Background: an optimization exercise with open tools, aiming at small area and a short achievable clock period. Do not read the settings as production practice. No functional check of the RTL was part of any run shown here. Power is estimated from default activity; no workload was simulated.

`design/flow/flow/run.sh`:
```
#!/bin/bash
# Standard ORFS layout, with smaller port buffers and free cell resizing.
set -euo pipefail
bash standard.sh MATCH_CELL_FOOTPRINT=0 ABC_LOAD_IN_FF=1 "BUFFER_PORTS_ARGS=-buffer_cell sky130_fd_sc_hd__buf_1" finish > make_finish.log 2>&1
```
`design/flow/standard.sh`:
```
#!/bin/bash
# synth_recipe.tcl (not shown) runs the flow's synth.tcl, then flattens the netlist and writes it again
# the make line also repeats each setting of config.mk as NAME=value (left out here)
make -C /OpenROAD-flow-scripts/flow DESIGN_CONFIG=/design/flow/config.mk WORK_HOME=/design/flow/orfs CLKGATE_MAP_FILE= SYNTH_SCRIPT=/design/flow/synth_recipe.tcl "${@:-finish}"
```
`design/flow/config.mk`:
```
export PLATFORM = sky130hd
export DESIGN_NAME = ArithmaticUnit
export DESIGN_NICKNAME = ArithmaticUnit
export VERILOG_FILES = /design/flow/design.v
export SDC_FILE = /design/flow/constraint.sdc
export NUM_CORES = 4
export LEC_CHECK = 0
export CAP_MARGIN = 20
export CORE_MARGIN = 2
export CORE_UTILIZATION = 50
export SETUP_SLACK_MARGIN = 2.5
export SLEW_MARGIN = 20
export SYNTH_HIERARCHICAL = 1
export SYNTH_MINIMUM_KEEP_SIZE = 0
```
`design/flow/constraint.sdc`:
```
create_clock -name core_clock -period 8.0 [get_ports {clock_i}]
set_input_delay 1.6000 -clock core_clock [delete_from_list [all_inputs] [get_ports {clock_i}]]
set_output_delay 1.6000 -clock core_clock [all_outputs]
set_load 0.01 [all_outputs]
```
`design/flow/design.v`:
```
`timescale 1ns / 1ps
`default_nettype none
module ArithmaticUnit(
		input wire clock_i, isWb_i, enable_i,
		input wire [4:0] wbAddress_i,
		input wire [6:0] opCode_i,
		input wire [15:0] pOperand_i, sOperand_i,
		output reg wbEnable_o,
		output reg [4:0] wbAddress_o,
		output reg [15:0] wbData_o,
		output reg [1:0] statusWriteback_o  
    );
	wire [15:0] P = pOperand_i;
	wire [15:0] S = sOperand_i;
	wire mul = opCode_i[1] & opCode_i[0];
	wire sub = opCode_i[1] & ~opCode_i[0];
	wire as  = opCode_i[1] ^ opCode_i[0];
	wire [7:0] one, two, neg;
	assign one[0] = opCode_i[0] ? (~opCode_i[1] | P[0]) : opCode_i[1];
	assign two[0] = opCode_i[1] & opCode_i[0] & P[1] & ~P[0];
	assign neg[0] = opCode_i[1] & (~opCode_i[0] | P[1]);
	genvar k;
	generate for (k = 1; k < 8; k = k + 1) begin : enc
		assign one[k] = mul & (P[2*k] ^ P[2*k-1]);
		assign two[k] = mul & ((P[2*k+1] & ~P[2*k] & ~P[2*k-1]) | (~P[2*k+1] & P[2*k] & P[2*k-1]));
		assign neg[k] = mul & P[2*k+1];
	end endgenerate
	wire pp0_0_n; pa_nand2 u_pp0_0_n (.a(one[0]), .b(S[0]), .y(pp0_0_n));
	wire pp0_0; pa_xnor2 u_pp0_0 (.a(pp0_0_n), .b(neg[0]), .y(pp0_0));
	wire pp0_1_n; pa_aoi22 u_pp0_1_n (.a(one[0]), .b(S[1]), .c(two[0]), .d(S[0]), .y(pp0_1_n));
	wire pp0_1; pa_xnor2 u_pp0_1 (.a(pp0_1_n), .b(neg[0]), .y(pp0_1));
	wire pp0_2_n; pa_aoi22 u_pp0_2_n (.a(one[0]), .b(S[2]), .c(two[0]), .d(S[1]), .y(pp0_2_n));
	wire pp0_2; pa_xnor2 u_pp0_2 (.a(pp0_2_n), .b(neg[0]), .y(pp0_2));
	wire pp0_3_n; pa_aoi22 u_pp0_3_n (.a(one[0]), .b(S[3]), .c(two[0]), .d(S[2]), .y(pp0_3_n));
	wire pp0_3; pa_xnor2 u_pp0_3 (.a(pp0_3_n), .b(neg[0]), .y(pp0_3));
	wire pp0_4_n; pa_aoi22 u_pp0_4_n (.a(one[0]), .b(S[4]), .c(two[0]), .d(S[3]), .y(pp0_4_n));
	wire pp0_4; pa_xnor2 u_pp0_4 (.a(pp0_4_n), .b(neg[0]), .y(pp0_4));
	wire pp0_5_n; pa_aoi22 u_pp0_5_n (.a(one[0]), .b(S[5]), .c(two[0]), .d(S[4]), .y(pp0_5_n));
	wire pp0_5; pa_xnor2 u_pp0_5 (.a(pp0_5_n), .b(neg[0]), .y(pp0_5));
	wire pp0_6_n; pa_aoi22 u_pp0_6_n (.a(one[0]), .b(S[6]), .c(two[0]), .d(S[5]), .y(pp0_6_n));
	wire pp0_6; pa_xnor2 u_pp0_6 (.a(pp0_6_n), .b(neg[0]), .y(pp0_6));
	wire pp0_7_n; pa_aoi22 u_pp0_7_n (.a(one[0]), .b(S[7]), .c(two[0]), .d(S[6]), .y(pp0_7_n));
	wire pp0_7; pa_xnor2 u_pp0_7 (.a(pp0_7_n), .b(neg[0]), .y(pp0_7));
	wire pp0_8_n; pa_aoi22 u_pp0_8_n (.a(one[0]), .b(S[8]), .c(two[0]), .d(S[7]), .y(pp0_8_n));
	wire pp0_8; pa_xnor2 u_pp0_8 (.a(pp0_8_n), .b(neg[0]), .y(pp0_8));
	wire pp0_9_n; pa_aoi22 u_pp0_9_n (.a(one[0]), .b(S[9]), .c(two[0]), .d(S[8]), .y(pp0_9_n));
	wire pp0_9; pa_xnor2 u_pp0_9 (.a(pp0_9_n), .b(neg[0]), .y(pp0_9));
	wire pp0_10_n; pa_aoi22 u_pp0_10_n (.a(one[0]), .b(S[10]), .c(two[0]), .d(S[9]), .y(pp0_10_n));
	wire pp0_10; pa_xnor2 u_pp0_10 (.a(pp0_10_n), .b(neg[0]), .y(pp0_10));
	wire pp0_11_n; pa_aoi22 u_pp0_11_n (.a(one[0]), .b(S[11]), .c(two[0]), .d(S[10]), .y(pp0_11_n));
	wire pp0_11; pa_xnor2 u_pp0_11 (.a(pp0_11_n), .b(neg[0]), .y(pp0_11));
	wire pp0_12_n; pa_aoi22 u_pp0_12_n (.a(one[0]), .b(S[12]), .c(two[0]), .d(S[11]), .y(pp0_12_n));
	wire pp0_12; pa_xnor2 u_pp0_12 (.a(pp0_12_n), .b(neg[0]), .y(pp0_12));
	wire pp0_13_n; pa_aoi22 u_pp0_13_n (.a(one[0]), .b(S[13]), .c(two[0]), .d(S[12]), .y(pp0_13_n));
	wire pp0_13; pa_xnor2 u_pp0_13 (.a(pp0_13_n), .b(neg[0]), .y(pp0_13));
	wire pp0_14_n; pa_aoi22 u_pp0_14_n (.a(one[0]), .b(S[14]), .c(two[0]), .d(S[13]), .y(pp0_14_n));
	wire pp0_14; pa_xnor2 u_pp0_14 (.a(pp0_14_n), .b(neg[0]), .y(pp0_14));
	wire pp0_15_n; pa_aoi22 u_pp0_15_n (.a(one[0]), .b(S[15]), .c(two[0]), .d(S[14]), .y(pp0_15_n));
	wire pp0_15; pa_xnor2 u_pp0_15 (.a(pp0_15_n), .b(neg[0]), .y(pp0_15));
	wire ng0 = neg[0];
	wire pp1_2_n; pa_aoi22 u_pp1_2_n (.a(one[1]), .b(S[0]), .c(as), .d(P[2]), .y(pp1_2_n));
	wire pp1_2; pa_xnor2 u_pp1_2 (.a(pp1_2_n), .b(neg[1]), .y(pp1_2));
	wire pp1_3_n; pa_aoi222 u_pp1_3_n (.a(one[1]), .b(S[1]), .c(two[1]), .d(S[0]), .e(as), .f(P[3]), .y(pp1_3_n));
	wire pp1_3; pa_xnor2 u_pp1_3 (.a(pp1_3_n), .b(neg[1]), .y(pp1_3));
	wire pp1_4_n; pa_aoi222 u_pp1_4_n (.a(one[1]), .b(S[2]), .c(two[1]), .d(S[1]), .e(as), .f(P[4]), .y(pp1_4_n));
	wire pp1_4; pa_xnor2 u_pp1_4 (.a(pp1_4_n), .b(neg[1]), .y(pp1_4));
	wire pp1_5_n; pa_aoi222 u_pp1_5_n (.a(one[1]), .b(S[3]), .c(two[1]), .d(S[2]), .e(as), .f(P[5]), .y(pp1_5_n));
	wire pp1_5; pa_xnor2 u_pp1_5 (.a(pp1_5_n), .b(neg[1]), .y(pp1_5));
	wire pp1_6_n; pa_aoi222 u_pp1_6_n (.a(one[1]), .b(S[4]), .c(two[1]), .d(S[3]), .e(as), .f(P[6]), .y(pp1_6_n));
	wire pp1_6; pa_xnor2 u_pp1_6 (.a(pp1_6_n), .b(neg[1]), .y(pp1_6));
	wire pp1_7_n; pa_aoi222 u_pp1_7_n (.a(one[1]), .b(S[5]), .c(two[1]), .d(S[4]), .e(as), .f(P[7]), .y(pp1_7_n));
	wire pp1_7; pa_xnor2 u_pp1_7 (.a(pp1_7_n), .b(neg[1]), .y(pp1_7));
	wire pp1_8_n; pa_aoi222 u_pp1_8_n (.a(one[1]), .b(S[6]), .c(two[1]), .d(S[5]), .e(as), .f(P[8]), .y(pp1_8_n));
	wire pp1_8; pa_xnor2 u_pp1_8 (.a(pp1_8_n), .b(neg[1]), .y(pp1_8));
	wire pp1_9_n; pa_aoi222 u_pp1_9_n (.a(one[1]), .b(S[7]), .c(two[1]), .d(S[6]), .e(as), .f(P[9]), .y(pp1_9_n));
	wire pp1_9; pa_xnor2 u_pp1_9 (.a(pp1_9_n), .b(neg[1]), .y(pp1_9));
	wire pp1_10_n; pa_aoi222 u_pp1_10_n (.a(one[1]), .b(S[8]), .c(two[1]), .d(S[7]), .e(as), .f(P[10]), .y(pp1_10_n));
	wire pp1_10; pa_xnor2 u_pp1_10 (.a(pp1_10_n), .b(neg[1]), .y(pp1_10));
	wire pp1_11_n; pa_aoi222 u_pp1_11_n (.a(one[1]), .b(S[9]), .c(two[1]), .d(S[8]), .e(as), .f(P[11]), .y(pp1_11_n));
	wire pp1_11; pa_xnor2 u_pp1_11 (.a(pp1_11_n), .b(neg[1]), .y(pp1_11));
	wire pp1_12_n; pa_aoi222 u_pp1_12_n (.a(one[1]), .b(S[10]), .c(two[1]), .d(S[9]), .e(as), .f(P[12]), .y(pp1_12_n));
	wire pp1_12; pa_xnor2 u_pp1_12 (.a(pp1_12_n), .b(neg[1]), .y(pp1_12));
	wire pp1_13_n; pa_aoi222 u_pp1_13_n (.a(one[1]), .b(S[11]), .c(two[1]), .d(S[10]), .e(as), .f(P[13]), .y(pp1_13_n));
	wire pp1_13; pa_xnor2 u_pp1_13 (.a(pp1_13_n), .b(neg[1]), .y(pp1_13));
	wire pp1_14_n; pa_aoi222 u_pp1_14_n (.a(one[1]), .b(S[12]), .c(two[1]), .d(S[11]), .e(as), .f(P[14]), .y(pp1_14_n));
	wire pp1_14; pa_xnor2 u_pp1_14 (.a(pp1_14_n), .b(neg[1]), .y(pp1_14));
	wire pp1_15_n; pa_aoi222 u_pp1_15_n (.a(one[1]), .b(S[13]), .c(two[1]), .d(S[12]), .e(as), .f(P[15]), .y(pp1_15_n));
	wire pp1_15; pa_xnor2 u_pp1_15 (.a(pp1_15_n), .b(neg[1]), .y(pp1_15));
	wire ng1 = neg[1];
	wire pp2_4_n; pa_nand2 u_pp2_4_n (.a(one[2]), .b(S[0]), .y(pp2_4_n));
	wire pp2_4; pa_xnor2 u_pp2_4 (.a(pp2_4_n), .b(neg[2]), .y(pp2_4));
	wire pp2_5_n; pa_aoi22 u_pp2_5_n (.a(one[2]), .b(S[1]), .c(two[2]), .d(S[0]), .y(pp2_5_n));
	wire pp2_5; pa_xnor2 u_pp2_5 (.a(pp2_5_n), .b(neg[2]), .y(pp2_5));
	wire pp2_6_n; pa_aoi22 u_pp2_6_n (.a(one[2]), .b(S[2]), .c(two[2]), .d(S[1]), .y(pp2_6_n));
	wire pp2_6; pa_xnor2 u_pp2_6 (.a(pp2_6_n), .b(neg[2]), .y(pp2_6));
	wire pp2_7_n; pa_aoi22 u_pp2_7_n (.a(one[2]), .b(S[3]), .c(two[2]), .d(S[2]), .y(pp2_7_n));
	wire pp2_7; pa_xnor2 u_pp2_7 (.a(pp2_7_n), .b(neg[2]), .y(pp2_7));
	wire pp2_8_n; pa_aoi22 u_pp2_8_n (.a(one[2]), .b(S[4]), .c(two[2]), .d(S[3]), .y(pp2_8_n));
	wire pp2_8; pa_xnor2 u_pp2_8 (.a(pp2_8_n), .b(neg[2]), .y(pp2_8));
	wire pp2_9_n; pa_aoi22 u_pp2_9_n (.a(one[2]), .b(S[5]), .c(two[2]), .d(S[4]), .y(pp2_9_n));
	wire pp2_9; pa_xnor2 u_pp2_9 (.a(pp2_9_n), .b(neg[2]), .y(pp2_9));
	wire pp2_10_n; pa_aoi22 u_pp2_10_n (.a(one[2]), .b(S[6]), .c(two[2]), .d(S[5]), .y(pp2_10_n));
	wire pp2_10; pa_xnor2 u_pp2_10 (.a(pp2_10_n), .b(neg[2]), .y(pp2_10));
	wire pp2_11_n; pa_aoi22 u_pp2_11_n (.a(one[2]), .b(S[7]), .c(two[2]), .d(S[6]), .y(pp2_11_n));
	wire pp2_11; pa_xnor2 u_pp2_11 (.a(pp2_11_n), .b(neg[2]), .y(pp2_11));
	wire pp2_12_n; pa_aoi22 u_pp2_12_n (.a(one[2]), .b(S[8]), .c(two[2]), .d(S[7]), .y(pp2_12_n));
	wire pp2_12; pa_xnor2 u_pp2_12 (.a(pp2_12_n), .b(neg[2]), .y(pp2_12));
	wire pp2_13_n; pa_aoi22 u_pp2_13_n (.a(one[2]), .b(S[9]), .c(two[2]), .d(S[8]), .y(pp2_13_n));
	wire pp2_13; pa_xnor2 u_pp2_13 (.a(pp2_13_n), .b(neg[2]), .y(pp2_13));
	wire pp2_14_n; pa_aoi22 u_pp2_14_n (.a(one[2]), .b(S[10]), .c(two[2]), .d(S[9]), .y(pp2_14_n));
	wire pp2_14; pa_xnor2 u_pp2_14 (.a(pp2_14_n), .b(neg[2]), .y(pp2_14));
	wire pp2_15_n; pa_aoi22 u_pp2_15_n (.a(one[2]), .b(S[11]), .c(two[2]), .d(S[10]), .y(pp2_15_n));
	wire pp2_15; pa_xnor2 u_pp2_15 (.a(pp2_15_n), .b(neg[2]), .y(pp2_15));
	wire ng2 = neg[2];
	wire pp3_6_n; pa_nand2 u_pp3_6_n (.a(one[3]), .b(S[0]), .y(pp3_6_n));
	wire pp3_6; pa_xnor2 u_pp3_6 (.a(pp3_6_n), .b(neg[3]), .y(pp3_6));
	wire pp3_7_n; pa_aoi22 u_pp3_7_n (.a(one[3]), .b(S[1]), .c(two[3]), .d(S[0]), .y(pp3_7_n));
	wire pp3_7; pa_xnor2 u_pp3_7 (.a(pp3_7_n), .b(neg[3]), .y(pp3_7));
	wire pp3_8_n; pa_aoi22 u_pp3_8_n (.a(one[3]), .b(S[2]), .c(two[3]), .d(S[1]), .y(pp3_8_n));
	wire pp3_8; pa_xnor2 u_pp3_8 (.a(pp3_8_n), .b(neg[3]), .y(pp3_8));
	wire pp3_9_n; pa_aoi22 u_pp3_9_n (.a(one[3]), .b(S[3]), .c(two[3]), .d(S[2]), .y(pp3_9_n));
	wire pp3_9; pa_xnor2 u_pp3_9 (.a(pp3_9_n), .b(neg[3]), .y(pp3_9));
	wire pp3_10_n; pa_aoi22 u_pp3_10_n (.a(one[3]), .b(S[4]), .c(two[3]), .d(S[3]), .y(pp3_10_n));
	wire pp3_10; pa_xnor2 u_pp3_10 (.a(pp3_10_n), .b(neg[3]), .y(pp3_10));
	wire pp3_11_n; pa_aoi22 u_pp3_11_n (.a(one[3]), .b(S[5]), .c(two[3]), .d(S[4]), .y(pp3_11_n));
	wire pp3_11; pa_xnor2 u_pp3_11 (.a(pp3_11_n), .b(neg[3]), .y(pp3_11));
	wire pp3_12_n; pa_aoi22 u_pp3_12_n (.a(one[3]), .b(S[6]), .c(two[3]), .d(S[5]), .y(pp3_12_n));
	wire pp3_12; pa_xnor2 u_pp3_12 (.a(pp3_12_n), .b(neg[3]), .y(pp3_12));
	wire pp3_13_n; pa_aoi22 u_pp3_13_n (.a(one[3]), .b(S[7]), .c(two[3]), .d(S[6]), .y(pp3_13_n));
	wire pp3_13; pa_xnor2 u_pp3_13 (.a(pp3_13_n), .b(neg[3]), .y(pp3_13));
	wire pp3_14_n; pa_aoi22 u_pp3_14_n (.a(one[3]), .b(S[8]), .c(two[3]), .d(S[7]), .y(pp3_14_n));
	wire pp3_14; pa_xnor2 u_pp3_14 (.a(pp3_14_n), .b(neg[3]), .y(pp3_14));
	wire pp3_15_n; pa_aoi22 u_pp3_15_n (.a(one[3]), .b(S[9]), .c(two[3]), .d(S[8]), .y(pp3_15_n));
	wire pp3_15; pa_xnor2 u_pp3_15 (.a(pp3_15_n), .b(neg[3]), .y(pp3_15));
	wire ng3 = neg[3];
	wire pp4_8_n; pa_nand2 u_pp4_8_n (.a(one[4]), .b(S[0]), .y(pp4_8_n));
	wire pp4_8; pa_xnor2 u_pp4_8 (.a(pp4_8_n), .b(neg[4]), .y(pp4_8));
	wire pp4_9_n; pa_aoi22 u_pp4_9_n (.a(one[4]), .b(S[1]), .c(two[4]), .d(S[0]), .y(pp4_9_n));
	wire pp4_9; pa_xnor2 u_pp4_9 (.a(pp4_9_n), .b(neg[4]), .y(pp4_9));
	wire pp4_10_n; pa_aoi22 u_pp4_10_n (.a(one[4]), .b(S[2]), .c(two[4]), .d(S[1]), .y(pp4_10_n));
	wire pp4_10; pa_xnor2 u_pp4_10 (.a(pp4_10_n), .b(neg[4]), .y(pp4_10));
	wire pp4_11_n; pa_aoi22 u_pp4_11_n (.a(one[4]), .b(S[3]), .c(two[4]), .d(S[2]), .y(pp4_11_n));
	wire pp4_11; pa_xnor2 u_pp4_11 (.a(pp4_11_n), .b(neg[4]), .y(pp4_11));
	wire pp4_12_n; pa_aoi22 u_pp4_12_n (.a(one[4]), .b(S[4]), .c(two[4]), .d(S[3]), .y(pp4_12_n));
	wire pp4_12; pa_xnor2 u_pp4_12 (.a(pp4_12_n), .b(neg[4]), .y(pp4_12));
	wire pp4_13_n; pa_aoi22 u_pp4_13_n (.a(one[4]), .b(S[5]), .c(two[4]), .d(S[4]), .y(pp4_13_n));
	wire pp4_13; pa_xnor2 u_pp4_13 (.a(pp4_13_n), .b(neg[4]), .y(pp4_13));
	wire pp4_14_n; pa_aoi22 u_pp4_14_n (.a(one[4]), .b(S[6]), .c(two[4]), .d(S[5]), .y(pp4_14_n));
	wire pp4_14; pa_xnor2 u_pp4_14 (.a(pp4_14_n), .b(neg[4]), .y(pp4_14));
	wire pp4_15_n; pa_aoi22 u_pp4_15_n (.a(one[4]), .b(S[7]), .c(two[4]), .d(S[6]), .y(pp4_15_n));
	wire pp4_15; pa_xnor2 u_pp4_15 (.a(pp4_15_n), .b(neg[4]), .y(pp4_15));
	wire ng4 = neg[4];
	wire pp5_10_n; pa_nand2 u_pp5_10_n (.a(one[5]), .b(S[0]), .y(pp5_10_n));
	wire pp5_10; pa_xnor2 u_pp5_10 (.a(pp5_10_n), .b(neg[5]), .y(pp5_10));
	wire pp5_11_n; pa_aoi22 u_pp5_11_n (.a(one[5]), .b(S[1]), .c(two[5]), .d(S[0]), .y(pp5_11_n));
	wire pp5_11; pa_xnor2 u_pp5_11 (.a(pp5_11_n), .b(neg[5]), .y(pp5_11));
	wire pp5_12_n; pa_aoi22 u_pp5_12_n (.a(one[5]), .b(S[2]), .c(two[5]), .d(S[1]), .y(pp5_12_n));
	wire pp5_12; pa_xnor2 u_pp5_12 (.a(pp5_12_n), .b(neg[5]), .y(pp5_12));
	wire pp5_13_n; pa_aoi22 u_pp5_13_n (.a(one[5]), .b(S[3]), .c(two[5]), .d(S[2]), .y(pp5_13_n));
	wire pp5_13; pa_xnor2 u_pp5_13 (.a(pp5_13_n), .b(neg[5]), .y(pp5_13));
	wire pp5_14_n; pa_aoi22 u_pp5_14_n (.a(one[5]), .b(S[4]), .c(two[5]), .d(S[3]), .y(pp5_14_n));
	wire pp5_14; pa_xnor2 u_pp5_14 (.a(pp5_14_n), .b(neg[5]), .y(pp5_14));
	wire pp5_15_n; pa_aoi22 u_pp5_15_n (.a(one[5]), .b(S[5]), .c(two[5]), .d(S[4]), .y(pp5_15_n));
	wire pp5_15; pa_xnor2 u_pp5_15 (.a(pp5_15_n), .b(neg[5]), .y(pp5_15));
	wire ng5 = neg[5];
	wire pp6_12_n; pa_nand2 u_pp6_12_n (.a(one[6]), .b(S[0]), .y(pp6_12_n));
	wire pp6_12; pa_xnor2 u_pp6_12 (.a(pp6_12_n), .b(neg[6]), .y(pp6_12));
	wire pp6_13_n; pa_aoi22 u_pp6_13_n (.a(one[6]), .b(S[1]), .c(two[6]), .d(S[0]), .y(pp6_13_n));
	wire pp6_13; pa_xnor2 u_pp6_13 (.a(pp6_13_n), .b(neg[6]), .y(pp6_13));
	wire pp6_14_n; pa_aoi22 u_pp6_14_n (.a(one[6]), .b(S[2]), .c(two[6]), .d(S[1]), .y(pp6_14_n));
	wire pp6_14; pa_xnor2 u_pp6_14 (.a(pp6_14_n), .b(neg[6]), .y(pp6_14));
	wire pp6_15_n; pa_aoi22 u_pp6_15_n (.a(one[6]), .b(S[3]), .c(two[6]), .d(S[2]), .y(pp6_15_n));
	wire pp6_15; pa_xnor2 u_pp6_15 (.a(pp6_15_n), .b(neg[6]), .y(pp6_15));
	wire ng6 = neg[6];
	wire pp7_14_n; pa_nand2 u_pp7_14_n (.a(one[7]), .b(S[0]), .y(pp7_14_n));
	wire pp7_14; pa_xnor2 u_pp7_14 (.a(pp7_14_n), .b(neg[7]), .y(pp7_14));
	wire pp7_15_n; pa_aoi22 u_pp7_15_n (.a(one[7]), .b(S[1]), .c(two[7]), .d(S[0]), .y(pp7_15_n));
	wire pp7_15; pa_xnor2 u_pp7_15 (.a(pp7_15_n), .b(neg[7]), .y(pp7_15));
	wire ng7 = neg[7];
	wire xp0 = as & P[0];
	wire xp1 = as & P[1];
	wire hs0, hc0; pa_ha u_hs0 (.a(ng5), .b(pp2_10), .s(hs0), .co(hc0));
	wire hs1, hc1; pa_ha u_hs1 (.a(pp2_11), .b(pp3_11), .s(hs1), .co(hc1));
	wire hs2, hc2; pa_ha u_hs2 (.a(ng6), .b(pp2_12), .s(hs2), .co(hc2));
	wire fs0_x, fs0, fc0; pa_xor2 u_fs0_x (.a(pp3_12), .b(pp4_12), .y(fs0_x)); pa_xor2 u_fs0 (.a(fs0_x), .b(pp5_12), .y(fs0)); pa_maj3 u_fc0 (.a(pp3_12), .b(pp4_12), .c(pp5_12), .y(fc0));
	wire hs3, hc3; pa_ha u_hs3 (.a(pp2_13), .b(pp3_13), .s(hs3), .co(hc3));
	wire fs1_x, fs1, fc1; pa_xor2 u_fs1_x (.a(pp4_13), .b(pp5_13), .y(fs1_x)); pa_xor2 u_fs1 (.a(fs1_x), .b(pp6_13), .y(fs1)); pa_maj3 u_fc1 (.a(pp4_13), .b(pp5_13), .c(pp6_13), .y(fc1));
	wire hs4, hc4; pa_ha u_hs4 (.a(ng7), .b(pp2_14), .s(hs4), .co(hc4));
	wire fs2, fc2; pa_fa u_fs2 (.a(pp3_14), .b(pp4_14), .c(pp0_14), .s(fs2), .co(fc2));
	wire fs3_x, fs3, fc3; pa_xor2 u_fs3_x (.a(pp5_14), .b(pp6_14), .y(fs3_x)); pa_xor2 u_fs3 (.a(fs3_x), .b(pp7_14), .y(fs3)); pa_maj3 u_fc3 (.a(pp5_14), .b(pp6_14), .c(pp7_14), .y(fc3));
	wire hs5, hc5; pa_ha u_hs5 (.a(pp2_15), .b(pp3_15), .s(hs5), .co(hc5));
	wire fs4, fc4; pa_fa u_fs4 (.a(pp4_15), .b(pp5_15), .c(pp1_15), .s(fs4), .co(fc4));
	wire fs5, fc5; pa_fa u_fs5 (.a(pp6_15), .b(pp7_15), .c(pp0_15), .s(fs5), .co(fc5));
	wire hs6, hc6; pa_ha u_hs6 (.a(ng3), .b(pp2_6), .s(hs6), .co(hc6));
	wire hs7, hc7; pa_ha u_hs7 (.a(pp2_7), .b(pp3_7), .s(hs7), .co(hc7));
	wire hs8, hc8; pa_ha u_hs8 (.a(ng4), .b(pp2_8), .s(hs8), .co(hc8));
	wire fs6_x, fs6, fc6; pa_xor2 u_fs6_x (.a(pp3_8), .b(pp4_8), .y(fs6_x)); pa_xor2 u_fs6 (.a(fs6_x), .b(pp0_8), .y(fs6)); pa_maj3 u_fc6 (.a(pp3_8), .b(pp4_8), .c(pp0_8), .y(fc6));
	wire hs9, hc9; pa_ha u_hs9 (.a(pp2_9), .b(pp3_9), .s(hs9), .co(hc9));
	wire fs7_x, fs7, fc7; pa_xor2 u_fs7_x (.a(pp4_9), .b(pp0_9), .y(fs7_x)); pa_xor2 u_fs7 (.a(fs7_x), .b(pp1_9), .y(fs7)); pa_maj3 u_fc7 (.a(pp4_9), .b(pp0_9), .c(pp1_9), .y(fc7));
	wire fs8_x, fs8, fc8; pa_xor2 u_fs8_x (.a(pp3_10), .b(pp4_10), .y(fs8_x)); pa_xor2 u_fs8 (.a(fs8_x), .b(hs0), .y(fs8)); pa_maj3 u_fc8 (.a(pp3_10), .b(pp4_10), .c(hs0), .y(fc8));
	wire fs9_x, fs9, fc9; pa_xor2 u_fs9_x (.a(pp5_10), .b(pp0_10), .y(fs9_x)); pa_xor2 u_fs9 (.a(fs9_x), .b(pp1_10), .y(fs9)); pa_maj3 u_fc9 (.a(pp5_10), .b(pp0_10), .c(pp1_10), .y(fc9));
	wire fs10_x, fs10, fc10; pa_xor2 u_fs10_x (.a(pp4_11), .b(pp5_11), .y(fs10_x)); pa_xor2 u_fs10 (.a(fs10_x), .b(hs1), .y(fs10)); pa_maj3 u_fc10 (.a(pp4_11), .b(pp5_11), .c(hs1), .y(fc10));
	wire fs11_x, fs11, fc11; pa_xor2 u_fs11_x (.a(pp0_11), .b(pp1_11), .y(fs11_x)); pa_xor2 u_fs11 (.a(fs11_x), .b(hc0), .y(fs11)); pa_maj3 u_fc11 (.a(pp0_11), .b(pp1_11), .c(hc0), .y(fc11));
	wire fs12_x, fs12, fc12; pa_xor2 u_fs12_x (.a(pp6_12), .b(pp0_12), .y(fs12_x)); pa_xor2 u_fs12 (.a(fs12_x), .b(fs0), .y(fs12)); pa_maj3 u_fc12 (.a(pp6_12), .b(pp0_12), .c(fs0), .y(fc12));
	wire fs13_x, fs13, fc13; pa_xor2 u_fs13_x (.a(pp1_12), .b(hc1), .y(fs13_x)); pa_xor2 u_fs13 (.a(fs13_x), .b(hs2), .y(fs13)); pa_maj3 u_fc13 (.a(pp1_12), .b(hc1), .c(hs2), .y(fc13));
	wire fs14_x, fs14, fc14; pa_xor2 u_fs14_x (.a(pp0_13), .b(pp1_13), .y(fs14_x)); pa_xor2 u_fs14 (.a(fs14_x), .b(fs1), .y(fs14)); pa_maj3 u_fc14 (.a(pp0_13), .b(pp1_13), .c(fs1), .y(fc14));
	wire fs15_x, fs15, fc15; pa_xor2 u_fs15_x (.a(hc2), .b(hs3), .y(fs15_x)); pa_xor2 u_fs15 (.a(fs15_x), .b(fc0), .y(fs15)); pa_maj3 u_fc15 (.a(hc2), .b(hs3), .c(fc0), .y(fc15));
	wire fs16_x, fs16, fc16; pa_xor2 u_fs16_x (.a(pp1_14), .b(hc3), .y(fs16_x)); pa_xor2 u_fs16 (.a(fs16_x), .b(fs3), .y(fs16)); pa_maj3 u_fc16 (.a(pp1_14), .b(hc3), .c(fs3), .y(fc16));
	wire fs17_x, fs17, fc17; pa_xor2 u_fs17_x (.a(hs4), .b(fc1), .y(fs17_x)); pa_xor2 u_fs17 (.a(fs17_x), .b(fs2), .y(fs17)); pa_maj3 u_fc17 (.a(hs4), .b(fc1), .c(fs2), .y(fc17));
	wire fs18_x, fs18, fc18; pa_xor2 u_fs18_x (.a(hc4), .b(hs5), .y(fs18_x)); pa_xor2 u_fs18 (.a(fs18_x), .b(fc2), .y(fs18)); pa_maj3 u_fc18 (.a(hc4), .b(hs5), .c(fc2), .y(fc18));
	wire fs19_x, fs19, fc19; pa_xor2 u_fs19_x (.a(fc3), .b(fs4), .y(fs19_x)); pa_xor2 u_fs19 (.a(fs19_x), .b(fs5), .y(fs19)); pa_maj3 u_fc19 (.a(fc3), .b(fs4), .c(fs5), .y(fc19));
	wire hs10, hc10; pa_ha u_hs10 (.a(ng2), .b(pp2_4), .s(hs10), .co(hc10));
	wire hs11, hc11; pa_ha u_hs11 (.a(pp2_5), .b(pp0_5), .s(hs11), .co(hc11));
	wire fs20, fc20; pa_fa u_fs20 (.a(pp3_6), .b(pp0_6), .c(pp1_6), .s(fs20), .co(fc20));
	wire fs21, fc21; pa_fa u_fs21 (.a(pp0_7), .b(pp1_7), .c(hc6), .s(fs21), .co(fc21));
	wire fs22, fc22; pa_fa u_fs22 (.a(pp1_8), .b(hc7), .c(hs8), .s(fs22), .co(fc22));
	wire fs23_x, fs23, fc23; pa_xor2 u_fs23_x (.a(hc8), .b(hs9), .y(fs23_x)); pa_xor2 u_fs23 (.a(fs23_x), .b(fc6), .y(fs23)); pa_maj3 u_fc23 (.a(hc8), .b(hs9), .c(fc6), .y(fc23));
	wire fs24_x, fs24, fc24; pa_xor2 u_fs24_x (.a(hc9), .b(fc7), .y(fs24_x)); pa_xor2 u_fs24 (.a(fs24_x), .b(fs9), .y(fs24)); pa_maj3 u_fc24 (.a(hc9), .b(fc7), .c(fs9), .y(fc24));
	wire fs25_x, fs25, fc25; pa_xor2 u_fs25_x (.a(fc9), .b(fs11), .y(fs25_x)); pa_xor2 u_fs25 (.a(fs25_x), .b(fs10), .y(fs25)); pa_maj3 u_fc25 (.a(fc9), .b(fs11), .c(fs10), .y(fc25));
	wire fs26_x, fs26, fc26; pa_xor2 u_fs26_x (.a(fc11), .b(fs12), .y(fs26_x)); pa_xor2 u_fs26 (.a(fs26_x), .b(fc10), .y(fs26)); pa_maj3 u_fc26 (.a(fc11), .b(fs12), .c(fc10), .y(fc26));
	wire fs27_x, fs27, fc27; pa_xor2 u_fs27_x (.a(fs14), .b(fc13), .y(fs27_x)); pa_xor2 u_fs27 (.a(fs27_x), .b(fs15), .y(fs27)); pa_maj3 u_fc27 (.a(fs14), .b(fc13), .c(fs15), .y(fc27));
	wire fs28_x, fs28, fc28; pa_xor2 u_fs28_x (.a(fc15), .b(fs16), .y(fs28_x)); pa_xor2 u_fs28 (.a(fs28_x), .b(fc14), .y(fs28)); pa_maj3 u_fc28 (.a(fc15), .b(fs16), .c(fc14), .y(fc28));
	wire fs29_x, fs29, fc29; pa_xor2 u_fs29_x (.a(fs18), .b(fc16), .y(fs29_x)); pa_xor2 u_fs29 (.a(fs29_x), .b(fc17), .y(fs29)); pa_maj3 u_fc29 (.a(fs18), .b(fc16), .c(fc17), .y(fc29));
	wire hs12, hc12; pa_ha u_hs12 (.a(xp0), .b(ng0), .s(hs12), .co(hc12));
	wire hs13, hc13; pa_ha u_hs13 (.a(xp1), .b(pp0_1), .s(hs13), .co(hc13));
	wire fs30, fc30; pa_fa u_fs30 (.a(ng1), .b(pp0_2), .c(pp1_2), .s(fs30), .co(fc30));
	wire hs14, hc14; pa_ha u_hs14 (.a(pp0_3), .b(pp1_3), .s(hs14), .co(hc14));
	wire fs31, fc31; pa_fa u_fs31 (.a(pp0_4), .b(pp1_4), .c(hs10), .s(fs31), .co(fc31));
	wire fs32, fc32; pa_fa u_fs32 (.a(pp1_5), .b(hc10), .c(hs11), .s(fs32), .co(fc32));
	wire fs33, fc33; pa_fa u_fs33 (.a(hs6), .b(hc11), .c(fs20), .s(fs33), .co(fc33));
	wire fs34_x, fs34, fc34; pa_xor2 u_fs34_x (.a(hs7), .b(fc20), .y(fs34_x)); pa_xor2 u_fs34 (.a(fs34_x), .b(fs21), .y(fs34)); pa_maj3 u_fc34 (.a(hs7), .b(fc20), .c(fs21), .y(fc34));
	wire fs35_x, fs35, fc35; pa_xor2 u_fs35_x (.a(fs6), .b(fc21), .y(fs35_x)); pa_xor2 u_fs35 (.a(fs35_x), .b(fs22), .y(fs35)); pa_maj3 u_fc35 (.a(fs6), .b(fc21), .c(fs22), .y(fc35));
	wire fs36_x, fs36, fc36; pa_xor2 u_fs36_x (.a(fs7), .b(fc22), .y(fs36_x)); pa_xor2 u_fs36 (.a(fs36_x), .b(fs23), .y(fs36)); pa_maj3 u_fc36 (.a(fs7), .b(fc22), .c(fs23), .y(fc36));
	wire fs37_x, fs37, fc37; pa_xor2 u_fs37_x (.a(fs8), .b(fc23), .y(fs37_x)); pa_xor2 u_fs37 (.a(fs37_x), .b(fs24), .y(fs37)); pa_maj3 u_fc37 (.a(fs8), .b(fc23), .c(fs24), .y(fc37));
	wire fs38_x, fs38, fc38; pa_xor2 u_fs38_x (.a(fc8), .b(fc24), .y(fs38_x)); pa_xor2 u_fs38 (.a(fs38_x), .b(fs25), .y(fs38)); pa_maj3 u_fc38 (.a(fc8), .b(fc24), .c(fs25), .y(fc38));
	wire fs39_x, fs39, fc39; pa_xor2 u_fs39_x (.a(fs13), .b(fc25), .y(fs39_x)); pa_xor2 u_fs39 (.a(fs39_x), .b(fs26), .y(fs39)); pa_maj3 u_fc39 (.a(fs13), .b(fc25), .c(fs26), .y(fc39));
	wire fs40_x, fs40, fc40; pa_xor2 u_fs40_x (.a(fc12), .b(fc26), .y(fs40_x)); pa_xor2 u_fs40 (.a(fs40_x), .b(fs27), .y(fs40)); pa_maj3 u_fc40 (.a(fc12), .b(fc26), .c(fs27), .y(fc40));
	wire fs41_x, fs41, fc41; pa_xor2 u_fs41_x (.a(fs17), .b(fc27), .y(fs41_x)); pa_xor2 u_fs41 (.a(fs41_x), .b(fs28), .y(fs41)); pa_maj3 u_fc41 (.a(fs17), .b(fc27), .c(fs28), .y(fc41));
	wire fs42_x, fs42, fc42; pa_xor2 u_fs42_x (.a(fs19), .b(fc28), .y(fs42_x)); pa_xor2 u_fs42 (.a(fs42_x), .b(fs29), .y(fs42)); pa_maj3 u_fc42 (.a(fs19), .b(fc28), .c(fs29), .y(fc42));
	wire [15:0] ra = {fc41, fc40, fc39, fc38, fc37, fc36, fc35, fc34, fc33, fc32, fc31, hc14, fc30, hc13, hc12, hs12};
	wire [15:0] rb = {fs42, fs41, fs40, fs39, fs38, fs37, fs36, fs35, fs34, fs33, fs32, fs31, hs14, fs30, hs13, pp0_0};
	wire [15:0] g0, p0;
	pa_xor2 u_p0_0 (.a(ra[0]), .b(rb[0]), .y(p0[0])); pa_and2 u_g0_0 (.a(ra[0]), .b(rb[0]), .y(g0[0]));
	pa_xor2 u_p0_1 (.a(ra[1]), .b(rb[1]), .y(p0[1])); pa_and2 u_g0_1 (.a(ra[1]), .b(rb[1]), .y(g0[1]));
	pa_xor2 u_p0_2 (.a(ra[2]), .b(rb[2]), .y(p0[2])); pa_and2 u_g0_2 (.a(ra[2]), .b(rb[2]), .y(g0[2]));
	pa_xor2 u_p0_3 (.a(ra[3]), .b(rb[3]), .y(p0[3])); pa_and2 u_g0_3 (.a(ra[3]), .b(rb[3]), .y(g0[3]));
	pa_xor2 u_p0_4 (.a(ra[4]), .b(rb[4]), .y(p0[4])); pa_and2 u_g0_4 (.a(ra[4]), .b(rb[4]), .y(g0[4]));
	pa_xor2 u_p0_5 (.a(ra[5]), .b(rb[5]), .y(p0[5])); pa_and2 u_g0_5 (.a(ra[5]), .b(rb[5]), .y(g0[5]));
	pa_xor2 u_p0_6 (.a(ra[6]), .b(rb[6]), .y(p0[6])); pa_and2 u_g0_6 (.a(ra[6]), .b(rb[6]), .y(g0[6]));
	pa_xor2 u_p0_7 (.a(ra[7]), .b(rb[7]), .y(p0[7])); pa_and2 u_g0_7 (.a(ra[7]), .b(rb[7]), .y(g0[7]));
	pa_xor2 u_p0_8 (.a(ra[8]), .b(rb[8]), .y(p0[8])); pa_and2 u_g0_8 (.a(ra[8]), .b(rb[8]), .y(g0[8]));
	pa_xor2 u_p0_9 (.a(ra[9]), .b(rb[9]), .y(p0[9])); pa_and2 u_g0_9 (.a(ra[9]), .b(rb[9]), .y(g0[9]));
	pa_xor2 u_p0_10 (.a(ra[10]), .b(rb[10]), .y(p0[10])); pa_and2 u_g0_10 (.a(ra[10]), .b(rb[10]), .y(g0[10]));
	pa_xor2 u_p0_11 (.a(ra[11]), .b(rb[11]), .y(p0[11])); pa_and2 u_g0_11 (.a(ra[11]), .b(rb[11]), .y(g0[11]));
	pa_xor2 u_p0_12 (.a(ra[12]), .b(rb[12]), .y(p0[12])); pa_and2 u_g0_12 (.a(ra[12]), .b(rb[12]), .y(g0[12]));
	pa_xor2 u_p0_13 (.a(ra[13]), .b(rb[13]), .y(p0[13])); pa_and2 u_g0_13 (.a(ra[13]), .b(rb[13]), .y(g0[13]));
	pa_xor2 u_p0_14 (.a(ra[14]), .b(rb[14]), .y(p0[14])); pa_and2 u_g0_14 (.a(ra[14]), .b(rb[14]), .y(g0[14]));
	pa_xor2 u_p0_15 (.a(ra[15]), .b(rb[15]), .y(p0[15])); pa_and2 u_g0_15 (.a(ra[15]), .b(rb[15]), .y(g0[15]));
	wire g1_1; pa_ao21 u_g1_1 (.a1(p0[1]), .a2(g0[0]), .b1(g0[1]), .y(g1_1));
	wire g1_3; pa_ao21 u_g1_3 (.a1(p0[3]), .a2(g0[2]), .b1(g0[3]), .y(g1_3));
	wire p1_3; pa_and2 u_p1_3 (.a(p0[3]), .b(p0[2]), .y(p1_3));
	wire g1_5; pa_ao21 u_g1_5 (.a1(p0[5]), .a2(g0[4]), .b1(g0[5]), .y(g1_5));
	wire p1_5; pa_and2 u_p1_5 (.a(p0[5]), .b(p0[4]), .y(p1_5));
	wire g1_7; pa_ao21 u_g1_7 (.a1(p0[7]), .a2(g0[6]), .b1(g0[7]), .y(g1_7));
	wire p1_7; pa_and2 u_p1_7 (.a(p0[7]), .b(p0[6]), .y(p1_7));
	wire g1_9; pa_ao21 u_g1_9 (.a1(p0[9]), .a2(g0[8]), .b1(g0[9]), .y(g1_9));
	wire p1_9; pa_and2 u_p1_9 (.a(p0[9]), .b(p0[8]), .y(p1_9));
	wire g1_11; pa_ao21 u_g1_11 (.a1(p0[11]), .a2(g0[10]), .b1(g0[11]), .y(g1_11));
	wire p1_11; pa_and2 u_p1_11 (.a(p0[11]), .b(p0[10]), .y(p1_11));
	wire g1_13; pa_ao21 u_g1_13 (.a1(p0[13]), .a2(g0[12]), .b1(g0[13]), .y(g1_13));
	wire p1_13; pa_and2 u_p1_13 (.a(p0[13]), .b(p0[12]), .y(p1_13));
	wire g1_15; pa_ao21 u_g1_15 (.a1(p0[15]), .a2(g0[14]), .b1(g0[15]), .y(g1_15));
	wire p1_15; pa_and2 u_p1_15 (.a(p0[15]), .b(p0[14]), .y(p1_15));
	wire g2_2; pa_ao21 u_g2_2 (.a1(p0[2]), .a2(g1_1), .b1(g0[2]), .y(g2_2));
	wire g2_3; pa_ao21 u_g2_3 (.a1(p1_3), .a2(g1_1), .b1(g1_3), .y(g2_3));
	wire g2_6; pa_ao21 u_g2_6 (.a1(p0[6]), .a2(g1_5), .b1(g0[6]), .y(g2_6));
	wire p2_6; pa_and2 u_p2_6 (.a(p0[6]), .b(p1_5), .y(p2_6));
	wire g2_7; pa_ao21 u_g2_7 (.a1(p1_7), .a2(g1_5), .b1(g1_7), .y(g2_7));
	wire p2_7; pa_and2 u_p2_7 (.a(p1_7), .b(p1_5), .y(p2_7));
	wire g2_10; pa_ao21 u_g2_10 (.a1(p0[10]), .a2(g1_9), .b1(g0[10]), .y(g2_10));
	wire p2_10; pa_and2 u_p2_10 (.a(p0[10]), .b(p1_9), .y(p2_10));
	wire g2_11; pa_ao21 u_g2_11 (.a1(p1_11), .a2(g1_9), .b1(g1_11), .y(g2_11));
	wire p2_11; pa_and2 u_p2_11 (.a(p1_11), .b(p1_9), .y(p2_11));
	wire g2_14; pa_ao21 u_g2_14 (.a1(p0[14]), .a2(g1_13), .b1(g0[14]), .y(g2_14));
	wire p2_14; pa_and2 u_p2_14 (.a(p0[14]), .b(p1_13), .y(p2_14));
	wire g2_15; pa_ao21 u_g2_15 (.a1(p1_15), .a2(g1_13), .b1(g1_15), .y(g2_15));
	wire p2_15; pa_and2 u_p2_15 (.a(p1_15), .b(p1_13), .y(p2_15));
	wire g3_4; pa_ao21 u_g3_4 (.a1(p0[4]), .a2(g2_3), .b1(g0[4]), .y(g3_4));
	wire g3_5; pa_ao21 u_g3_5 (.a1(p1_5), .a2(g2_3), .b1(g1_5), .y(g3_5));
	wire g3_6; pa_ao21 u_g3_6 (.a1(p2_6), .a2(g2_3), .b1(g2_6), .y(g3_6));
	wire g3_7; pa_ao21 u_g3_7 (.a1(p2_7), .a2(g2_3), .b1(g2_7), .y(g3_7));
	wire g3_12; pa_ao21 u_g3_12 (.a1(p0[12]), .a2(g2_11), .b1(g0[12]), .y(g3_12));
	wire p3_12; pa_and2 u_p3_12 (.a(p0[12]), .b(p2_11), .y(p3_12));
	wire g3_13; pa_ao21 u_g3_13 (.a1(p1_13), .a2(g2_11), .b1(g1_13), .y(g3_13));
	wire p3_13; pa_and2 u_p3_13 (.a(p1_13), .b(p2_11), .y(p3_13));
	wire g3_14; pa_ao21 u_g3_14 (.a1(p2_14), .a2(g2_11), .b1(g2_14), .y(g3_14));
	wire p3_14; pa_and2 u_p3_14 (.a(p2_14), .b(p2_11), .y(p3_14));
	wire g3_15; pa_ao21 u_g3_15 (.a1(p2_15), .a2(g2_11), .b1(g2_15), .y(g3_15));
	wire p3_15; pa_and2 u_p3_15 (.a(p2_15), .b(p2_11), .y(p3_15));
	wire g4_8; pa_ao21 u_g4_8 (.a1(p0[8]), .a2(g3_7), .b1(g0[8]), .y(g4_8));
	wire g4_9; pa_ao21 u_g4_9 (.a1(p1_9), .a2(g3_7), .b1(g1_9), .y(g4_9));
	wire g4_10; pa_ao21 u_g4_10 (.a1(p2_10), .a2(g3_7), .b1(g2_10), .y(g4_10));
	wire g4_11; pa_ao21 u_g4_11 (.a1(p2_11), .a2(g3_7), .b1(g2_11), .y(g4_11));
	wire g4_12; pa_ao21 u_g4_12 (.a1(p3_12), .a2(g3_7), .b1(g3_12), .y(g4_12));
	wire g4_13; pa_ao21 u_g4_13 (.a1(p3_13), .a2(g3_7), .b1(g3_13), .y(g4_13));
	wire g4_14; pa_ao21 u_g4_14 (.a1(p3_14), .a2(g3_7), .b1(g3_14), .y(g4_14));
	wire g4_15; pa_ao21 u_g4_15 (.a1(p3_15), .a2(g3_7), .b1(g3_15), .y(g4_15));
	wire [16:0] sum;
	assign sum[0] = p0[0];
	pa_xor2 u_sum_1 (.a(p0[1]), .b(g0[0]), .y(sum[1]));
	pa_xor2 u_sum_2 (.a(p0[2]), .b(g1_1), .y(sum[2]));
	pa_xor2 u_sum_3 (.a(p0[3]), .b(g2_2), .y(sum[3]));
	pa_xor2 u_sum_4 (.a(p0[4]), .b(g2_3), .y(sum[4]));
	pa_xor2 u_sum_5 (.a(p0[5]), .b(g3_4), .y(sum[5]));
	pa_xor2 u_sum_6 (.a(p0[6]), .b(g3_5), .y(sum[6]));
	pa_xor2 u_sum_7 (.a(p0[7]), .b(g3_6), .y(sum[7]));
	pa_xor2 u_sum_8 (.a(p0[8]), .b(g3_7), .y(sum[8]));
	pa_xor2 u_sum_9 (.a(p0[9]), .b(g4_8), .y(sum[9]));
	pa_xor2 u_sum_10 (.a(p0[10]), .b(g4_9), .y(sum[10]));
	pa_xor2 u_sum_11 (.a(p0[11]), .b(g4_10), .y(sum[11]));
	pa_xor2 u_sum_12 (.a(p0[12]), .b(g4_11), .y(sum[12]));
	pa_xor2 u_sum_13 (.a(p0[13]), .b(g4_12), .y(sum[13]));
	pa_xor2 u_sum_14 (.a(p0[14]), .b(g4_13), .y(sum[14]));
	pa_xor2 u_sum_15 (.a(p0[15]), .b(g4_14), .y(sum[15]));
	assign sum[16] = g4_15;
	wire x15 = P[15] ^ S[15] ^ (opCode_i[1] & ~opCode_i[0]);
	wire cout_g1 = x15 ? p0[15] : P[15];    
	wire cout_g0 = x15 ? ~p0[15] : P[15];   
	wire cout = g4_14 ? cout_g1 : cout_g0;
	wire arith = ~|opCode_i[6:2];
	always @(posedge clock_i)
	begin
		if (enable_i)
		begin
			wbEnable_o <= isWb_i & |opCode_i;
			wbAddress_o <= wbAddress_i;
			if (arith) wbData_o <= sum[15:0];
			if (arith & as) statusWriteback_o <= {~opCode_i[1] & cout, opCode_i[1] & ~cout};
		end
	end
endmodule
module pa_aoi22(input wire a, b, c, d, output wire y);
	assign y = ~((a & b) | (c & d));
endmodule
module pa_aoi222(input wire a, b, c, d, e, f, output wire y);
	assign y = ~((a & b) | (c & d) | (e & f));
endmodule
module pa_nand2(input wire a, b, output wire y);
	assign y = ~(a & b);
endmodule
module pa_xnor2(input wire a, b, output wire y);
	assign y = ~(a ^ b);
endmodule
module pa_xor2(input wire a, b, output wire y);
	assign y = a ^ b;
endmodule
module pa_and2(input wire a, b, output wire y);
	assign y = a & b;
endmodule
module pa_maj3(input wire a, b, c, output wire y);
	assign y = (a & b) | (a & c) | (b & c);
endmodule
module pa_nor2(input wire a, b, output wire y);
	assign y = ~(a | b);
endmodule
module pa_ao21(input wire a1, a2, b1, output wire y);
	assign y = (a1 & a2) | b1;
endmodule
module pa_inv(input wire a, output wire y);
	assign y = ~a;
endmodule
module pa_aoi21(input wire a1, a2, b1, output wire y);
	assign y = ~((a1 & a2) | b1);
endmodule
module pa_oai21(input wire a1, a2, b1, output wire y);
	assign y = ~((a1 | a2) & b1);
endmodule
module pa_fa(input wire a, b, c, output wire s, co);
	assign s = a ^ b ^ c;
	assign co = (a & b) | (a & c) | (b & c);
endmodule
module pa_ha(input wire a, b, output wire s, co);
	assign s = a ^ b;
	assign co = a & b;
endmodule
```
==> results of run 1 <==
synth_stat cells, drive strengths merged:
cell type	number	share of area (%)
a21boi	8	1.4
a21o	28	4.9
o21a	1	0.17
nor3	1	0.12
xor2	105	21
and2	47	6.8
a222oi	13	3.0
and3	1	0.14
a22oi	52	9.0
nand3b	7	1.2
nor2	10	0.93
maj3	30	7.8
inv	2	0.17
nand2	15	1.3
fa	10	4.6
clkbuf	2	0.17
ha	18	5.2
xnor2	73	15
edfxtp	24	17
a21oi	1	0.12
or4	1	0.26
cell type report:
cell class / instances / share of cell area, %
timing repair buffer: 127 / 14.2
sequential: 24 / 12.9
clock buffer: 3 / 0.738
tap: 105 / 2.35
clock inverter: 1 / 0.537
inverter: 2 / 0.268
multi-input combinational: 422 / 69.1
Yosys stat by module (local to each module, per instance), a selection:
module	cell area (um^2)	flip-flops and latches	cells inside	times used
pa_aoi22	7.51	0	1	52
pa_and2	6.26	0	1	29
pa_xnor2	8.76	0	1	72
pa_maj3	11.3	0	1	29
pa_aoi222	10.0	0	1	13
pa_nand2	3.75	0	1	7
pa_ao21	7.51	0	1	28
pa_xor2	8.76	0	1	97
pa_fa	20.0	0	1	10
pa_ha	12.5	0	1	15
power by group through the flow:
stage | registers (uW) | logic (uW) | clock network, uW
final | 196 | 1140 | 118
after global routing | 197 | 1250 | 126
after CTS | 196 | 1020 | 121
after detailed placement | 199 | 870 | 0
after global placement | 199 | 848 | 0
after floorplan | 202 | 700 | 0
state kept, by name, summed over array words and instances (netlist names):
register           cells
wbEnable_o             1
statusWriteback_o      2
wbAddress_o            5
wbData_o              16
worst paths after layout:
| check | startpoint | to | cells past startpoint |
|---|---|---|---|
| max | opCode_i[0] | statusWriteback_o[1] | 20 |
| min | wbAddress_i[4] | wbAddress_o[4] | 1 |
routing by layer:
layer,vias up,track usage (%),wire length (um)
met5,-,0,0
met1,1911,32.6,5070
met2,161,44.4,6080
met3,21,2.31,768
met4,0,7.80,266
li1,1888,-,-
per-stage QoR:
step                hold slack, ns  power (uW)  setup slack [ns]
floorplan                     1.70         903              2.50
global placement              1.77        1050              1.55
detailed placement            1.77        1070              1.39
CTS                           1.46        1330              2.50
global route                  1.46        1570              2.34
finish                        1.47        1460              2.47
cells by family (layout without fill, tap and decap cells):
family,Yosys count,in the layout,synth area share (%)
xor+xnor,178,178,36.0
flops,24,24,16.7
compound gates,103,103,18.6
fa+ha+maj,58,58,17.6
buf+inv,4,133,0.347
simple gates,82,83,10.8
repair_timing:
item,4_1_cts,5_1_grt
resized for setup,47,28
gates cloned,1,2
buffers inserted,42,11
endpoints found under the setup margin,9,2
endpoints found under the hold margin,0,0
pin swaps,44,40
hold buffers,0,0
==> reports/results.tsv, run 1 <==
metric	value	unit
yosys_register_bits	24	
fill_cell_instance_count_of_the_final_layout	686	
rsz0062_at_grt	yes	
cts_tree	built	
finalHoldViolations	0	
initialDrtViolationCount	346	
worst_pin_slew	0.819	ns
worstSetupEndpointType	flip-flop	
cap_violations	0	
critical_path.startpoint_type	input port	
crit_path_top_delay_cell	sky130_fd_sc_hd__ha_1	
mostFrequentLayoutCells	sky130_fd_sc_hd__xor2_1, sky130_fd_sc_hd__xnor2_1, sky130_fd_sc_hd__buf_1, sky130_fd_sc_hd__buf_4, sky130_fd_sc_hd__a22oi_1	
setup_viol	0	
via_per_inst	5.82	
postRouteAntennaNets	0	
power.share.clock	8.1	%
worstSetupPathType	input port to flip-flop	
detail_route.wirelength	12.2	mm
final_cells	684	
num_io_pins	71	
cellLeakagePower	0.00243	uW
drt-pass1-iter-count	7	
place_hpwl	8.51	mm
synth.cell_area	4330	um^2
run_status	finished clean	
crit_buf_inv	3	
layout.cells.most_common	sky130_fd_sc_hd__xor2_1	
postSynthCellCount	449	
timing.critical_path.required	8.06	ns
area_growth_syn_to_layout	29.4	%
synth_warnings	7	
post_route_cells_drive_above_1_share	26.1	%
maximum_number_of_pins_on_one_net_before_global_route_repair	18	
final.setup.tns	0	ns
overflow	0	
coreArea	8300	um^2
arrival	5.59	ns
first_global_vias	3943	
root_buffer	sky130_fd_sc_hd__clkbuf_8	
postSynthAreaPerCell	9.63	um^2
synth.lib_cells_used.distinct	24	
synth_fp_nets	524	
power_frac_seq	13.5	%
final-seq-area	721	um^2
grt_first_pass_wirelength	19.4	mm
htree_levels	1	
global_route.usage.total	25.2	%
final_util	67.4	%
final_cell_area	5600	um^2
n_antenna_cell	0	
drc	0	
final_critical_path_share_of_the_clock_period	69.2	%
detailed_place.area	4790	um^2
die_width	97.0	um
netSwitchingFraction	41.7	%
post-route-min-period	5.53	ns
cts.sinks	24	
yosysSeqAreaShare	16.7	%
row_count	33	
maxClockFrequency	181	MHz
worstPathCellList	buf_6 -> ha_4 -> buf_12 -> a21boi_4 -> buf_6 -> a22oi_2 -> xnor2_2 -> ha_1 -> maj3_2 -> maj3_2 -> xor2_2 -> xor2_2 -> xor2_2 -> and2_4 -> and2_4 -> and2_4 -> a21o_4 -> xnor2_2 -> maj3_2 -> and2_0	
buffer_ports.inserted	70	
drt-wirelength-per-cell	17.8	um
antenna_violations_before_repair	0	
switchingPower	607	uW
placedCellCount	624	
design.die.area	9410	um^2
worst_path_dominant_cell_family	adder cells	
layout.nets	655	
report.final.slew_viol_count	0	
clk_pin_slew	0.12	ns
critPathMaxStageDelay	0.36	ns
floorplan.initialDensity	52.1	%
multi_input_area	3860	um^2
chip_height	97.0	um
type_of_the_most_critical_hold_path	input port to flip-flop	
cts_made_buffers	3	
intPower	848	uW
maximum_fanout_along_the_worst_path	5	
clk_path_buf_depth	2	
power_density_over_the_cells	260	nW/um^2
place.gp.congestion	0.958	
vias	3981	
slew_headroom	45.4	%
comb_power_share	78.4	%
maximum_vdd_drop	0.186	mV
==> run 2, diff against run 1 <==
--- a/design/flow/design.v
+++ b/design/flow/design.v
@@ -323,10 +323,7 @@
 	pa_xor2 u_sum_14 (.a(p0[14]), .b(g4_13), .y(sum[14]));
 	pa_xor2 u_sum_15 (.a(p0[15]), .b(g4_14), .y(sum[15]));
 	assign sum[16] = g4_15;
-	wire x15 = P[15] ^ S[15] ^ (opCode_i[1] & ~opCode_i[0]);
-	wire cout_g1 = x15 ? p0[15] : P[15];    
-	wire cout_g0 = x15 ? ~p0[15] : P[15];   
-	wire cout = g4_14 ? cout_g1 : cout_g0;
+	wire cout = sum[16] | hc5 | fc4 | fc5 | fc18 | fc19 | fc29 | fc42;
 	wire arith = ~|opCode_i[6:2];
 	always @(posedge clock_i)
 	begin
==> run 2 against run 1 <==
Global-route usage fell by 0.96 points. Core utilization decreased by 2.6 points. Maximum frequency increased by 1.2%. First-iteration DRC count shrank 37%. Clock-buffer cell count did not move. Critical path type unchanged. Total power decreased by 5.6%. Via count down 0.93%. Routed wire length barely moved. Clock power barely moved. Final cell count decreased by 0.58%. Sequential power about the same.
==> reports/results.tsv, run 2 <==
metric	value	unit
layout.cells.most_common	sky130_fd_sc_hd__xor2_1	
grt_first_pass_wirelength	18.9	mm
postRouteAntennaNets	0	
arrival	5.49	ns
slew_headroom	42.3	%
synth-xor-area-share	35.0	%
coreArea	8640	um^2
clk_path_buf_depth	2	
place_hpwl	8.74	mm
hold_path_depth	1	
cts_tree	built	
synth.lib_cells_used.distinct	27	
detail_route.wirelength	12.2	mm
row_count	34	
maximum_vdd_drop	0.128	mV
htree_levels	1	
power.share.clock	8.4	%
post-route-min-period	5.46	ns
cts_made_buffers	3	
mostFrequentLayoutCells	sky130_fd_sc_hd__xor2_1, sky130_fd_sc_hd__xnor2_1, sky130_fd_sc_hd__buf_1, sky130_fd_sc_hd__a22oi_1, sky130_fd_sc_hd__buf_4	
maxClockFrequency	183	MHz
cts.sinks	24	
largest_register	wbData_o	
final.setup.tns	0	ns
clk_pin_slew	0.12	ns
layout.nets	647	
finalHoldViolations	0	
overflow	0	
synth.cell_area	4410	um^2
worstSetupPathType	input port to flip-flop	
ys_dominant_reg_cell	sky130_fd_sc_hd__edfxtp_1	
die_width	97.9	um
report.final.slew_viol_count	0	
cts_hold_buffers	0	
maximum_number_of_pins_on_one_net_before_global_route_repair	18	
detailed_place.area	4840	um^2
worstSetupEndpointType	flip-flop	
initialDrtViolationCount	219	
num_io_pins	71	
synth_simple_gate_area_share	11.5	%
run_status	finished clean	
antenna_violations_before_repair	0	
holdPathEnd	wbAddress_o[4]	
power_density_over_the_cells	245	nW/um^2
hold_path_origin	wbAddress_i[4]	
area_growth_syn_to_layout	27.0	%
synthArstFlopShare	0	%
drc	0	
via_per_inst	5.80	
critical_path.startpoint_type	input port	
worst_pin_slew	0.865	ns
max_reg_flops	16	
place.gp.congestion	0.850	
power_frac_seq	14.1	%
cap_violations	0	
buffer_ports.inserted	70	
synth_compound_gate_area_share	19.0	%
rsz0062_at_grt	yes	
timing.critical_path.required	8.02	ns
postSynthAreaPerCell	9.73	um^2
synth.area.top_cells	sky130_fd_sc_hd__xor2_1, sky130_fd_sc_hd__edfxtp_1, sky130_fd_sc_hd__xnor2_1	
combinational_family_with_the_most_area_after_synthesis	XOR/XNOR gates	
intPower	769	uW
global_route.usage.total	24.3	%
yosys_register_bits	24	
total_power	1370	uW
design.die.area	9590	um^2
final_cell_area	5600	um^2
root_buffer	sky130_fd_sc_hd__clkbuf_8	
synth_warnings	7	
post_synth_fa_ha_maj_area_fraction	17.8	%
postSynthCellCount	453	
post-synth-top-area-cell	sky130_fd_sc_hd__xor2_1	
yosysSeqAreaShare	16.3	%
cellLeakagePower	0.00244	uW
n_antenna_cell	0	
first_global_vias	3841	
maximum_fanout_along_the_worst_path	7	
drt-wirelength-per-cell	17.9	um
synth-edff-count	24	
vias	3944	
final_critical_path_share_of_the_clock_period	68.3	%
yosysMostFrequentCell	sky130_fd_sc_hd__xor2_1	
comb_power_share	77.4	%
synthTopCellsByCount	sky130_fd_sc_hd__xor2_1, sky130_fd_sc_hd__xnor2_1, sky130_fd_sc_hd__a22oi_1, sky130_fd_sc_hd__and2_0, sky130_fd_sc_hd__maj3_2	
post-synth-top-area-fraction	20.7	%
netSwitchingFraction	44.0	%
setup_viol	0	
chip_height	97.9	um
synthMuxAreaShare	0	%
synth_fp_nets	527	
switchingPower	605	uW
largest_registers	wbData_o: 16 flops, wbAddress_o: 5 flops, statusWriteback_o: 2 flops	
type_of_the_most_critical_hold_path	input port to flip-flop	
drt-pass1-iter-count	6	
post_route_cells_drive_above_1_share	25.3	%
floorplan.initialDensity	51.1	%
[run 2: cell types whose count changed after synthesis, sizes merged, moves of 2 or more]
cell | previous run | this run
and2 | 47 | 49
nor4 | 0 | 2
maj3 | 30 | 33
nand2 | 15 | 8
a21o | 28 | 32
or3b | 0 | 7
nor2 | 10 | 2
[run 2: cell type report]
cell class / count / area (um^2)
clock buffer: 3 / 41.3
multi-input combinational: 425 / 3960
sequential: 24 / 721
inverter: 3 / 11.3
timing repair buffer: 116 / 699
tap: 108 / 135
fill: 718 / 3040
clock inverter: 1 / 30.0
[run 2: kinds of logic (layout without fill, tap and decap cells)]
logic type | Yosys count | after routing
buf+inv | 5 | 123
xor+xnor | 176 | 176
flops | 24 | 24
fa+ha+maj | 60 | 60
simple gates | 80 | 80
compound gates | 108 | 109
[run 2: power by group through the flow]
| stage | combinational [uW] | clock, uW | sequential (uW) |
|---|---|---|---|
| CTS | 948 | 115 | 194 |
| global placement | 890 | 0 | 197 |
| finish | 1060 | 116 | 194 |
| global route | 1170 | 121 | 195 |
| floorplan | 737 | 0 | 200 |
| detailed placement | 911 | 0 | 197 |
[run 2: routing by layer]
layer / GRT usage, % / share of wire (%)
met1: 31.8 / 44
met2: 42.3 / 50
met3: 2.58 / 5.1
met4: 7.16 / 1.2
met5: 0 / 0
[run 2: worst max-delay path, stage by stage]
cell and delay [ns]:
sky130_fd_sc_hd__buf_6 0.11, sky130_fd_sc_hd__or3b_4 0.40, sky130_fd_sc_hd__a21boi_4 0.21, sky130_fd_sc_hd__a22oi_1 0.13, sky130_fd_sc_hd__xnor2_1 0.37, sky130_fd_sc_hd__xor2_1 0.20, sky130_fd_sc_hd__xor2_1 0.16, sky130_fd_sc_hd__buf_4 0.16
sky130_fd_sc_hd__xor2_2 0.17, sky130_fd_sc_hd__xor2_1 0.19, sky130_fd_sc_hd__xor2_1 0.25, sky130_fd_sc_hd__xor2_1 0.30, sky130_fd_sc_hd__xor2_2 0.11, sky130_fd_sc_hd__and2_1 0.18, sky130_fd_sc_hd__and2_4 0.14, sky130_fd_sc_hd__and2_0 0.14
sky130_fd_sc_hd__a21o_1 0.23, sky130_fd_sc_hd__nor4_4 0.29, sky130_fd_sc_hd__a21oi_1 0.13
[run 2: how the worst max path moves through the flow]
stage,from,to,slack [ns],depth (start not counted)
2_1_floorplan,opCode_i[0],statusWriteback_o[1],2.51,17
3_3_place_gp,opCode_i[1],statusWriteback_o[1],1.51,18
3_5_place_dp,opCode_i[1],statusWriteback_o[1],1.31,18
4_1_cts,pOperand_i[0],statusWriteback_o[0],2.56,18
5_1_grt,pOperand_i[9],statusWriteback_o[1],2.36,19
6_report,pOperand_i[9],statusWriteback_o[1],2.54,19
[run 2: modules after synthesis (local to each module, per instance)]
module	flip-flops and latches	copies in the design	cells	area, um^2
ArithmaticUnit	24	1	89	1180
pa_fa	0	10	1	20.0
pa_ha	0	15	1	12.5
pa_maj3	0	33	1	11.3
pa_aoi222	0	13	1	10.0
pa_xnor2	0	72	1	8.76
pa_xor2	0	97	1	8.76
pa_ao21	0	32	1	7.51
pa_aoi22	0	52	1	7.51
pa_and2	0	33	1	6.26
pa_nand2	0	7	1	3.75
[run 2: per-stage QoR]
step	hold WS (ns)	setup WS, ns	utilization [%]	cells
6_report	1.49	2.54	64.8	680
5_1_grt	1.48	2.36	64.8	680
4_1_cts	1.49	2.56	59.9	657
3_5_place_dp	1.77	1.31	56.0	632
3_3_place_gp	1.77	1.51	56.0	632
2_1_floorplan	1.70	2.51	-	453
[run 2: timing repair]
item | in CTS | in global routing
gates cloned | 1 | 1
buffers inserted | 20 | 22
pin swaps | 19 | 65
resized for setup | 34 | 75
setup endpoints to repair | 9 | 5

[re-timing with driven ports]
In the flow no input, the clock included, has a driving cell. The finished layouts below were timed again as built, in two steps.
Step 1: set_driving_cell puts a clkbuf_16 on clock_i and a buf_2 on each other input, an assumption about the parent block.
Step 2 times the ports against the registers' clock, not the clock port: input delays grow and output delays shrink by t, the midpoint of the rising clock arrivals with the driver on.
a / b / c = ideal ports / drivers / drivers and shift; a / b = the first two.
| run | t, ns | setup slack, ns | worst setup path after step 2 |
|---|---|---|---|
| run 1 | 0.312 | 2.467 / 2.456 / 2.144 | input to register |
| run 2 | 0.307 | 2.536 / 2.532 / 2.224 | input to register |
After both steps every run listed still meets setup and hold. For run 1, which loses most, drivers alone change the setup slack by -0.011 ns; drivers and shift together by -0.323 ns.
